This design comes from an exercise in tuning for small area and a short achievable clock period on the open sky130 flow, not from production work.
The RTL was checked by simulation tests, not by an equivalence proof against the original design.

## flow/design.v (module list and top-level ports; edited modules follow where they fit)
// module EdgeRasterizer_add16: 28 lines
// module EdgeRasterizer: 916 lines
module EdgeRasterizer(clock,
						in_sig_start_new_triangle,
						in_sig_get_boundary_coords,
						in_sig_form_edges,
						in_sig_pixel_loop_setup,
						in_sig_rasterize_pixels,
						in_v0_screen_x, in_v0_screen_y,
						in_v1_screen_x, in_v1_screen_y,
						in_v2_screen_x, in_v2_screen_y,
						in_v0_depth, in_v1_depth, in_v2_depth,
						in_color,
						out_sig_rasterize_write_pixel,
						out_sig_rasterize_done,
						out_pixel_x, out_pixel_y,
						out_pixel_depth,
						out_pixel_color);
  // ...
==> flow/run.sh <==
#!/bin/bash
# synth_recipe.tcl (not shown) runs the flow's synth.tcl, then flattens the netlist and writes it again
# the make line also repeats each setting of config.mk as NAME=value (left out here)
make -C /OpenROAD-flow-scripts/flow DESIGN_CONFIG=/design/flow/config.mk WORK_HOME=/design/flow/orfs CLKGATE_MAP_FILE= SYNTH_SCRIPT=/design/flow/synth_recipe.tcl finish
==> flow/config.mk <==
export PLATFORM = sky130hd
export DESIGN_NAME = EdgeRasterizer
export DESIGN_NICKNAME = EdgeRasterizer
export VERILOG_FILES = /design/flow/design.v
export SDC_FILE = /design/flow/constraint.sdc
export NUM_CORES = 4
export LEC_CHECK = 0
export CAP_MARGIN = 20
export CORE_MARGIN = 2
export CORE_UTILIZATION = 40
export SLEW_MARGIN = 20
==> flow/constraint.sdc <==
create_clock -name core_clock -period 28.0 [get_ports {clock}]
set_input_delay 5.6000 -clock core_clock [delete_from_list [all_inputs] [get_ports {clock}]]
set_output_delay 5.6000 -clock core_clock [all_outputs]
set_load 0.01 [all_outputs]
==> impl_metrics.csv, run 1 <==
group,metric,value,unit
synth,synth_area,33400,um2
critical_path,cp-end-kind,"flip-flop",
global_routing,grt_max_degree,118,
synth,syn_avg_cell_area,9.34,um2
sta,clock.fmax,131,MHz
critical_path,worst-path-max-fanout,8,
cts,postCtsHoldBufs,0,
place,hpwl,87.0,mm
final_layout,register_area,9330,um2
cts,cts-root-buf,"clkbuf_16",
critical_path,reg2regPathDepth,25,
sta,setup_viol,0,
cts,cts_tree,"built",
global_routing,met2_usage,0.410,
cts,cts_resized,0,
synth,synth_simple_gate_area_frac,0.159,
sta,rsz0062_at_grt,"false",
final_layout,clkCellAreaFrac,0.0341,
synth,synth_edf_count,308,
floorplan,die_w,293,um
routing,drc_errors,0,
global_routing,met1_usage,0.366,
place,port_buffers,175,
final_layout,final_cell_area,37500,um2
cts,clock_latency,600,ps
global_routing,top_usage_layer,"met2",
final_layout,final_util,0.451,
critical_path,cp_slowest_stage_delay,680,ps
outcome,status,"timing/DRC/antenna clean",
critical_path,path_depth,25,
routing,vias,27078,
==> run 2: changes to the inputs <==
--- a/flow/design.v
+++ b/flow/design.v
@@ -77,17 +77,16 @@
 	reg [1:0] dep0, dep1, dep2;
 	reg [15:0] color;
 	reg [15:0] max_x;		 
 	reg [15:0] x, y;
 	reg [15:0] area;
 	reg [15:0] e1, e2;
 	reg [15:0] rs1, rs2;	 
 	reg [8:0] p1l, p2l;	 
-	reg [15:0] q1r, q2r;	 
 	reg j1, j2;
 	reg nsel, nincx, nincy;	 
 	reg natx, naty;		 
 	reg w0, h0;		 
 	wire [15:0] vx0 = r0, vy0 = r1, vx1 = r2, vy1 = r3, vx2 = r4, vy2 = r5;
 	wire [15:0] a1, a2, b1, b2;
 	wire ca1, ca2, cb1, cb2;	 
 	EdgeRasterizer_add16 u_a1(vy2, ~vy0, 1'b1, a1, ca1);	 
@@ -119,18 +118,18 @@
 			assign mxx_z[gi] = ~|mxx[gi - 1:0];
 			assign mxy_z[gi] = ~|mxy[gi - 1:0];
 		end
 	endgenerate
 	wire [15:0] mxx_m1 = mxx ^ mxx_z;
 	wire [15:0] mxy_m1 = mxy ^ mxy_z;
 	wire [15:0] p1 = {r0[15:9], p1l};
 	wire [15:0] p2 = {r1[15:9], p2l};
-	wire [15:0] q1 = q1r;
-	wire [15:0] q2 = q2r;
+	wire [15:0] q1 = e1;
+	wire [15:0] q2 = e2;
 	wire m1t_p1 = p1[0] & q1[0];
 	wire m1t_p2 = p1[1] & q1[0];
 	wire m1t_p3 = p1[2] & q1[0];
 	wire m1t_p4 = p1[3] & q1[0];
 	wire m1t_p5 = p1[4] & q1[0];
 	wire m1t_p6 = p1[5] & q1[0];
 	wire m1t_p7 = p1[6] & q1[0];
 	wire m1t_p8 = p1[7] & q1[0];
@@ -817,17 +816,17 @@
 	wire m2t_s341 = m2t_s313 ^ m2t_c280 ^ m2t_c312;
 	wire m2t_c342 = (m2t_s313 & m2t_c280) | (m2t_s313 & m2t_c312) | (m2t_c280 & m2t_c312);
 	wire m2t_s343 = m2t_s315 ^ m2t_c284 ^ m2t_c314;
 	wire m2t_c344 = (m2t_s315 & m2t_c284) | (m2t_s315 & m2t_c314) | (m2t_c284 & m2t_c314);
 	wire m2t_s345 = m2t_s317 ^ m2t_c288 ^ m2t_c316;
 	wire m2t_c346 = (m2t_s317 & m2t_c288) | (m2t_s317 & m2t_c316) | (m2t_c288 & m2t_c316);
 	wire [15:0] s2v = {m2t_s345, m2t_s343, m2t_s341, m2t_s339, m2t_s337, m2t_s335, m2t_s333, m2t_s331, m2t_s329, m2t_s327, m2t_s325, m2t_s323, m2t_s321, m2t_s319, m2t_p2, m2t_p1};
 	wire [15:0] c2v = {m2t_c344, m2t_c342, m2t_c340, m2t_c338, m2t_c336, m2t_c334, m2t_c332, m2t_c330, m2t_c328, m2t_c326, m2t_c324, m2t_c322, m2t_c320, m2t_p32, m2t_p17, 1'b0};
-	wire [15:0] area_c = e1 - e2;
+	wire [15:0] area_c = rs1 - rs2;
 	wire [15:0] u1 = (ph_c & j1) ? area_c : 16'd0;
 	wire [15:0] f1s = s1v ^ c1v ^ u1;
 	wire [15:0] f1c = (s1v & c1v) | (s1v & u1) | (c1v & u1);
 	wire [15:0] u2 = (ph_c & j2) ? area_c : 16'd0;
 	wire [15:0] f2s = s2v ^ c2v ^ u2;
 	wire [15:0] f2c = (s2v & c2v) | (s2v & u2) | (c2v & u2);
 	wire [15:0] xd;
 	wire xd_c;
@@ -882,21 +881,19 @@
 			dep0 <= in_v0_depth;
 			dep1 <= in_v1_depth;
 			dep2 <= in_v2_depth;
 			color <= in_color;
 		end
 		if (st | bd) begin
 			r0 <= st ? in_v0_screen_x : a1;
 			r1 <= st ? in_v0_screen_y : a2;
-			r5 <= st ? in_v2_screen_y : mxy_m1;
-		end
-		if (st | bd) begin
-			r2 <= st ? in_v1_screen_x : b1;
-			r3 <= st ? in_v1_screen_y : b2;
+			r2 <= bd ? b1 : in_v1_screen_x;
+			r3 <= bd ? b2 : in_v1_screen_y;
+			r5 <= bd ? mxy_m1 : in_v2_screen_y;
 		end
 		if (st | bd | fe)
 			r4 <= st ? in_v2_screen_x : ph_a ? xj : x;
 		if (bd) begin
 			max_x <= mxx_m1;
 			w0 <= mnx == mxx;
 			h0 <= mny == mxy;
 			j1 <= iy1;
@@ -908,24 +905,20 @@
 		end
 		if (ls)
 			area <= area_c;
 		if (bd | ls) begin
 			p1l <= ph_a ? a1[8:0] : dd1 * {1'b0, inv};
 			p2l <= ph_a ? a2[8:0] : dd2 * {1'b0, inv};
 		end
 		if (bd | fe | ls | (rs & ~hold)) begin
-			q1r <= ph_a ? b2 : ph_b ? xd : e1n;
-			q2r <= ph_a ? b1 : ph_b ? xd : e2n;
-		end
-		if (fe | ls | (rs & ~hold)) begin
-			e1 <= e1n;
-			e2 <= e2n;
+			e1 <= ph_a ? b2 : ph_b ? xd : e1n;
+			e2 <= ph_a ? b1 : ph_b ? xd : e2n;
 		end
-		if (ls | (rs & wrap)) begin
+		if (fe | ls | (rs & wrap)) begin
 			rs1 <= e1n;
 			rs2 <= e2n;
 		end
 		if (ls | rs) begin
 			nsel <= ~ph_c & wrap;
 			nincx <= ~ph_c & ~atx;
 			nincy <= ~ph_c & wrap;
 			natx <= ph_c ? w0 : hold | (wrap ? w0 : nx == max_x);
==> flow/config.mk (replaced) <==
export PLATFORM = sky130hd
export DESIGN_NAME = EdgeRasterizer
export DESIGN_NICKNAME = EdgeRasterizer
export VERILOG_FILES = /design/flow/design.v
export SDC_FILE = /design/flow/constraint.sdc
export NUM_CORES = 4
export LEC_CHECK = 0
export CAP_MARGIN = 80
export CORE_MARGIN = 2
export CORE_UTILIZATION = 40
export SLEW_MARGIN = 80
==> impl_metrics.csv, run 2 <==
group,metric,value,unit
critical_path,cp_slowest_stage_delay,620,ps
cts,postCtsSetupRepairBufs,0,
critical_path,startpoint_type,"flip-flop",
critical_path,required,22400,ps
synth,ys_warn_count,2,
floorplan,initial_utilization,0.405,
floorplan,die_w,287,um
floorplan,die_h,287,um
global_routing,grtUsageTotal,0.270,
synth,syn_avg_cell_area,9.22,um2
cts,postCtsHoldBufs,0,
critical_path,r2r_end,"e1[15]",
cts,cts_tree,"built",
critical_path,rrSetupSlack,21140,ps
cts,clock_path_buffers,3,
job,drv_cap,0,
synth,yosysSeqAreaShare,0.261,
sta,setup_ws,20700,ps
place,gp_congestion,0.960,
final_layout,area_growth,26.7,%
critical_path,path_cells,"clkdlybuf4s50_1",
synth,syn_nets,4127,
sta,clock.fmax,137,MHz
routing,wl_per_cell,22.5,um
cts,clk_pin_slew_worst_paths,60,ps
final_layout,final_util,0.513,
floorplan,core-area,79300,um2
critical_path,path_class,"flip-flop to output port",
floorplan,dieArea,82500,um2
routing,wl,112,mm
critical_path,cp-end-kind,"output port",
cts,h-tree-depth,2,
synth,synth_edf_count,276,
critical_path,crit_path_end,"out_pixel_x[13]",
routing,routed_via_density,5.52,
routing,drtAntennaViolNets,0,
critical_path,critPathSlowestCell,"clkdlybuf4s50_1",
floorplan,num_rows,103,
cts,cts-root-buf,"clkbuf_16",
cts,cts_resized,0,
place,hpwl,93.1,mm
cts,cts.sinks,280,
critical_path,cp.arrival,1700,ps
synth,synth.most_common_cell,"inv_1",
sta,fin_tns_setup,0,ps
synth,synth_common_cells,"inv_1 (454), nand2_1 (316), edfxtp_1 (276), fa_1 (262), ha_1 (260)",
sta,period_share,0.261,
synth,synth-async-reset-ratio,0,
final_layout,antenna-diode-count,0,
place,post-place-ws,20590,ps
hold_path,min-delay-path-class,"flip-flop to flip-flop",
sta,slew_headroom,0.787,
synth,ys_ff_latch,280,
cts,clock_latency,590,ps
critical_path,path_delay_family,"buffers and inverters",
routing,drc_errors,0,
place,port_buffers,175,
global_routing,grt_first_pass_wirelength,168,mm
synth,synth.area.top_cells,"edfxtp_1 (26%), fa_1 (16%), ha_1 (10%), inv_1 (5.3%), xnor2_1 (4.9%)",
final_layout,final_common_cell,"inv_1",
synth,synth_cells,3481,
critical_path,path_depth,1,
cts,numCtsBuffers,37,
critical_path,worst-path-max-fanout,6,
sta,worstMarginPinSlew,314,ps
sta,hold_ws,609,ps
sta,setup_viol,0,
final_layout,final_cell_mix,"inv_1 (441), nand2_1 (311), edfxtp_1 (276)",
critical_path,reg2regPathDepth,22,
sta,min_period,7300,ps
sta,skew,32.6,ps
sta,rsz0062_at_grt,"false",
final_layout,drive_gt1_frac,0.177,
critical_path,worst_r2r_startpoint,"r0[14]",
outcome,status,"timing/DRC/antenna clean",
global_routing,gr-total-overflow,0,
routing,drt_pass1_iterations,6,
synth,synth_area,32100,um2
synth,synth_cell_types,84,
final_layout,nets,4537,
sta,final-hold-violation-count,0,
synth,synth_top_cell_area_share,0.258,
routing,vias,27440,
routing,drt_iter0_markers,2646,
floorplan,io_pins,176,
critical_path,critical_path_buf_inv_count,1,
synth,ys.flop_type,"edfxtp_1",
synth,synth.largest_area_cell,"edfxtp_1",
critical_path,cp-startpoint,"x[13]",
global_routing,first_global_vias,27206,
sta,finalMaxSlewViolations,0,
global_routing,grt_max_degree,46,
global_routing,antenna_found_initial,6,
[run 2: cell types whose count changed after synthesis, moves of 13 or more]
| cell | before | now |
|---|---|---|
| and2_1 | 224 | 198 |
| edfxtp_1 | 308 | 276 |
| ha_1 | 273 | 260 |
| inv_1 | 400 | 454 |
| mux2_2 | 12 | 33 |
| nand2_1 | 382 | 316 |
| nand3_1 | 62 | 42 |
| nor2_1 | 192 | 239 |
| nor2b_1 | 27 | 13 |
| o21ai_0 | 221 | 193 |
| xnor2_1 | 166 | 180 |
[run 2: kinds of logic after synthesis]
| group | Yosys count | synth area share |
|---|---|---|
| AO/OA/AOI/OAI | 661 | 0.126 |
| buffers and inverters | 595 | 0.0706 |
| multiplexers | 170 | 0.0543 |
| adder cells (fa/ha/maj) | 522 | 0.265 |
| flip-flops | 280 | 0.261 |
| XOR/XNOR | 258 | 0.0721 |
| AND/OR/NAND/NOR | 995 | 0.151 |
[run 2: layout make-up]
type | count | area, um2
fillers | 7280 | 38600
multi-input cells | 2606 | 23300
repair buffers | 511 | 4730
clock buffers | 43 | 948
well taps | 1050 | 1310
clock inverters | 25 | 319
inverters | 455 | 1720
flip-flops and latches | 280 | 8370
[run 2: metrics by stage]
| stage | cells | area (um2) |
|---|---|---|
| final | 4970 | 40700 |
| after global routing | 4970 | 40700 |
| after CTS | 4952 | 40100 |
| after detailed placement | 4884 | 38800 |
| after global placement | 4601 | 34900 |
| after floorplan | 3481 | 32100 |
[run 2: worst min-delay path by stage]
stage	from	end	slack, ps	depth (start not counted)
floorplan	h0	naty	490	2
global placement	w0	natx	580	2
CTS	w0	natx	580	2
detailed placement	w0	natx	580	2
finish	w0	natx	610	2
global route	w0	natx	630	2
[run 2: metal layers]
layer	up-vias	global-route usage	wire length, um
met3	236	0.0430	10000
met4	2	0.111	5170
met2	1304	0.433	50800
met1	13286	0.365	46000
li1	12612	-	-
met5	-	0	14
==> run 3: changes to the inputs <==
--- a/flow/config.mk
+++ b/flow/config.mk
@@ -7,5 +7,5 @@
 export LEC_CHECK = 0
-export CAP_MARGIN = 80
+export CAP_MARGIN = 20
 export CORE_MARGIN = 2
 export CORE_UTILIZATION = 40
-export SLEW_MARGIN = 80
+export SLEW_MARGIN = 20
==> impl_metrics.csv, run 3 <==
group,metric,value,unit
critical_path,path_common_cell,"buf_4",
final_layout,area_growth,12.3,%
floorplan,die_h,287,um
routing,vias,26145,
sta,rsz0062_at_grt,"false",
synth,ys_ff_latch,280,
final_layout,register_area,8370,um2
floorplan,io_pins,176,
cts,cts.sinks,280,
hold_path,min-delay-path-class,"flip-flop to flip-flop",
cts,clock_path_buffers,3,
routing,drc_errors,0,
sta,min_period,7440,ps
synth,synth.largest_area_cell,"edfxtp_1",
critical_path,startpoint_type,"input pin",
critical_path,critPathSlowestCell,"buf_4",
critical_path,required,28250,ps
cts,numCtsBuffers,35,
sta,clock.fmax,134,MHz
cts,clock_latency,580,ps
final_layout,final_cell_mix,"inv_1 (453), nand2_1 (316), edfxtp_1 (276)",
global_routing,grt_first_pass_wirelength,162,mm
place,post-place-ws,19770,ps
synth,synth.most_common_cell,"inv_1",
critical_path,cp.arrival,7680,ps
final_layout,final_common_cell,"inv_1",
synth,syn_nets,4127,
sta,worstMarginPinSlew,1110,ps
global_routing,antenna_found_initial,5,
final_layout,drive_gt1_frac,0.0481,
cts,cts-root-buf,"clkbuf_16",
floorplan,die_w,287,um
outcome,status,"timing/DRC/antenna clean",
global_routing,first_global_vias,25505,
final_layout,fin_cells,4668,
final_layout,nets,4235,
synth,synth_common_cells,"inv_1 (454), nand2_1 (316), edfxtp_1 (276), fa_1 (262), ha_1 (260)",
place,hpwl,85.5,mm
routing,drt_pass1_iterations,7,
critical_path,worst-path-max-fanout,58,
sta,fin_tns_setup,0,ps
sta,finalMaxSlewViolations,0,
synth,syn_avg_cell_area,9.22,um2
job,drv_cap,0,
sta,final-hold-violation-count,0,
global_routing,gr-total-overflow,0,
critical_path,cp-end-kind,"flip-flop",
synth,synth_cells,3481,
synth,synth_edf_count,276,
cts,clk_pin_slew_worst_paths,60,ps
global_routing,grt_max_degree,81,
critical_path,path_delay_family,"buffers and inverters",
floorplan,initial_utilization,0.405,
sta,slew_headroom,0.256,
floorplan,num_rows,103,
synth,synth_cell_types,84,
floorplan,dieArea,82500,um2
cts,cts_tree,"built",
routing,routed_via_density,5.60,
synth,ys.flop_type,"edfxtp_1",
place,port_buffers,175,
cts,cts_resized,0,
sta,setup_ws,20560,ps
routing,wl,109,mm
cts,h-tree-depth,2,
synth,yosysSeqAreaShare,0.261,
synth,ys_warn_count,2,
final_layout,multi_input_area,21500,um2
routing,drtAntennaViolNets,0,
critical_path,path_cells,"buf_4, buf_4, or2_4, buf_4, buf_16",
synth,synth.area.top_cells,"edfxtp_1 (26%), fa_1 (16%), ha_1 (10%), inv_1 (5.3%), xnor2_1 (4.9%)",
synth,synth_area,32100,um2
critical_path,path_class,"input pin to flip-flop",
routing,wl_per_cell,23.3,um
place,placed_cells,4601,
sta,setup_viol,0,
critical_path,cp_slowest_stage_delay,630,ps
cts,postCtsHoldBufs,0,
global_routing,grtUsageTotal,0.263,
synth,synth-async-reset-ratio,0,
place,gp_congestion,0.960,
synth,synth_top_cell_area_share,0.258,
sta,skew,32.5,ps
cts,postCtsSetupRepairBufs,0,
routing,drt_iter0_markers,2574,
sta,period_share,0.266,
floorplan,core-area,79300,um2
final_layout,fill_cells,7723,
critical_path,critical_path_buf_inv_count,4,
-- run 3: path summary, 6_finish.rpt --
| check | from | endpoint | slack (ps) | depth (start not counted) |
|---|---|---|---|---|
| min | w0 | natx | 590 | 2 |
| max | in_sig_get_boundary_coords[0] | r1[9] | 20560 | 5 |
| max reg2reg | e1[2] | e1[15] | 20960 | 20 |
| min reg2reg | w0 | natx | 590 | 2 |
-- run 3: through the flow --
step / hold WS, ps / utilization / cell area, um2
2_1_floorplan: 493 / - / 32100
3_3_place_gp: 582 / 0.440 / 34900
3_5_place_dp: 578 / 0.440 / 34900
4_1_cts: 594 / 0.454 / 36000
5_1_grt: 648 / 0.455 / 36000
6_report: 591 / 0.455 / 36000
-- run 3: kinds of logic (layout without fill, tap and decap cells) --
family	Yosys count	in the layout	share of synthesized area
buffers and inverters	595	729	0.0706
and+or+nand+nor	995	995	0.151
other	0	3	0
DFF	280	280	0.261
xor gates and xnor gates	258	258	0.0721
adders and majority gates	522	522	0.265
muxes	170	170	0.0543
AOI/OAI and AO/OA	661	661	0.126
-- run 3: worst min-delay path, stage by stage (launching register included) --
cell      delay, ps
edfxtp_1        330
nor2_1           50
a21oi_1         100
-- run 3: routing by layer --
layer | vias to the layer above | track usage | share of wire | routed length (um)
met3 | 190 | 0.0420 | 0.084 | 9130
met5 | - | 0 | 0 | 0
met2 | 1212 | 0.424 | 0.46 | 49600
li1 | 12005 | - | - | -
met4 | 0 | 0.0861 | 0.036 | 3950
met1 | 12738 | 0.360 | 0.42 | 46200
-- run 3: cell type report --
cell class                      instances  share of cell area
Clock buffer                           41              0.0263
Inverter                              455              0.0474
Tap cell                             1050              0.0365
Antenna cell                            3            0.000208
Timing Repair Buffer                  211              0.0564
Clock inverter                         22             0.00521
Sequential cell                       280               0.232
Multi-Input combinational cell       2606               0.596
